Source: an optimization exercise on an open RTL-to-GDS flow (aim: small area and a short achievable clock period). Production flows keep margins and buffers that such runs may drop.
In this exercise RTL edits were held to simulation tests only and were not proved equivalent to the original.
Power figures rest on the tool's default switching activity, not on a simulated workload.

Design FIR, start of the top module:
module FIR (
	input  wire        rst_n,
	input  wire        CLK,
	input  wire [15:0] sample_in,
	input  wire        En_FIR,
	output wire [31:0] sample_out
);
For scale: ~5300 cells after synthesis.
clock: 24.0 ns
lec_check: 0
cap_margin: 20
core_margin: 2
core_utilization: 40
slew_margin: 20
synth_hierarchical: 1
run.sh (not shown) runs the stock make flow with config.mk's settings and CLKGATE_MAP_FILE= SYNTH_SCRIPT=/design/flow/synth_recipe.tcl, a recipe that flattens the netlist after the stock synthesis.
Edit:
--- a/flow/design.v
+++ b/flow/design.v
@@ -21,23 +21,16 @@
 	input  wire s1,
 	input  wire s0,
 	input  wire a,
 	input  wire b,
 	output wire y
 );
 assign y = (s1 & a) | (s0 & b);
 endmodule
-module og1 (
-	input  wire en,
-	input  wire v,
-	output wire y
-);
-assign y = en & v;
-endmodule
 module FIR (
 	input  wire        rst_n,
 	input  wire        CLK,
 	input  wire [15:0] sample_in,
 	input  wire        En_FIR,
 	output wire [31:0] sample_out
 );
 reg  [15:0] x0;
@@ -8664,42 +8657,10 @@
 sel1 u_qb_29 (.s1(sh), .s0(sk), .a(nb[29]), .b(qb[29]), .y(db[29]));
 sel1 u_qb_30 (.s1(sh), .s0(sk), .a(nb[30]), .b(qb[30]), .y(db[30]));
 sel1 u_qb_31 (.s1(sh), .s0(sk), .a(nb[31]), .b(qb[31]), .y(db[31]));
 always @(posedge CLK) begin
   qa <= da;
   qb <= db;
 end
 wire [31:0] sum = qa + qb - {{13{x0[15]}}, x0, 3'b000};
-wire [31:0] osum = {32{flag}} & sum;
-og1 u_og_0 (.en(En_FIR), .v(osum[0]), .y(sample_out[0]));
-og1 u_og_1 (.en(En_FIR), .v(osum[1]), .y(sample_out[1]));
-og1 u_og_2 (.en(En_FIR), .v(osum[2]), .y(sample_out[2]));
-og1 u_og_3 (.en(En_FIR), .v(osum[3]), .y(sample_out[3]));
-og1 u_og_4 (.en(En_FIR), .v(osum[4]), .y(sample_out[4]));
-og1 u_og_5 (.en(En_FIR), .v(osum[5]), .y(sample_out[5]));
-og1 u_og_6 (.en(En_FIR), .v(osum[6]), .y(sample_out[6]));
-og1 u_og_7 (.en(En_FIR), .v(osum[7]), .y(sample_out[7]));
-og1 u_og_8 (.en(En_FIR), .v(osum[8]), .y(sample_out[8]));
-og1 u_og_9 (.en(En_FIR), .v(osum[9]), .y(sample_out[9]));
-og1 u_og_10 (.en(En_FIR), .v(osum[10]), .y(sample_out[10]));
-og1 u_og_11 (.en(En_FIR), .v(osum[11]), .y(sample_out[11]));
-og1 u_og_12 (.en(En_FIR), .v(osum[12]), .y(sample_out[12]));
-og1 u_og_13 (.en(En_FIR), .v(osum[13]), .y(sample_out[13]));
-og1 u_og_14 (.en(En_FIR), .v(osum[14]), .y(sample_out[14]));
-og1 u_og_15 (.en(En_FIR), .v(osum[15]), .y(sample_out[15]));
-og1 u_og_16 (.en(En_FIR), .v(osum[16]), .y(sample_out[16]));
-og1 u_og_17 (.en(En_FIR), .v(osum[17]), .y(sample_out[17]));
-og1 u_og_18 (.en(En_FIR), .v(osum[18]), .y(sample_out[18]));
-og1 u_og_19 (.en(En_FIR), .v(osum[19]), .y(sample_out[19]));
-og1 u_og_20 (.en(En_FIR), .v(osum[20]), .y(sample_out[20]));
-og1 u_og_21 (.en(En_FIR), .v(osum[21]), .y(sample_out[21]));
-og1 u_og_22 (.en(En_FIR), .v(osum[22]), .y(sample_out[22]));
-og1 u_og_23 (.en(En_FIR), .v(osum[23]), .y(sample_out[23]));
-og1 u_og_24 (.en(En_FIR), .v(osum[24]), .y(sample_out[24]));
-og1 u_og_25 (.en(En_FIR), .v(osum[25]), .y(sample_out[25]));
-og1 u_og_26 (.en(En_FIR), .v(osum[26]), .y(sample_out[26]));
-og1 u_og_27 (.en(En_FIR), .v(osum[27]), .y(sample_out[27]));
-og1 u_og_28 (.en(En_FIR), .v(osum[28]), .y(sample_out[28]));
-og1 u_og_29 (.en(En_FIR), .v(osum[29]), .y(sample_out[29]));
-og1 u_og_30 (.en(En_FIR), .v(osum[30]), .y(sample_out[30]));
-og1 u_og_31 (.en(En_FIR), .v(osum[31]), .y(sample_out[31]));
+assign sample_out = (En_FIR & flag) ? sum : 32'd0;
 endmodule
After rerunning:
- area after synthesis stays flat
- core utilization hardly moves
- non-clock buffer count went up by 8
- final area stays flat
- setup slack got worse by 1.0 ns
- hold slack improves by 0.0032 ns
- via count goes up by 0.58%
- global-route usage came out lower by 0.11 points
- combinational power barely changes

## re-timing with driven ports
In the flow no input, the clock included, has a driving cell. The finished layouts below were timed again as built, in two steps. Step 1 assumes that a clkbuf_16 drives the clock port and a buf_2 every other input. Step 2 also shifts input and output timing later by t, the mid clock arrival at the registers, as if the neighbouring blocks saw the same clock. Three values: ideal ports, drivers, drivers and shift; two values: the first two.
run | shift t [ns] | setup slack, ns | worst hold slack (ns)
the first run | 0.857 | 12.897 / 12.871 / 12.871 | 0.466 / 0.466 / 0.466
the second run | 0.881 | 11.882 / 11.857 / 11.857 | 0.469 / 0.469 / 0.469
After both steps setup and hold are still met in every run listed. For the first run, which loses most, drivers alone change the setup slack by -0.026 ns; drivers and shift together by -0.026 ns.
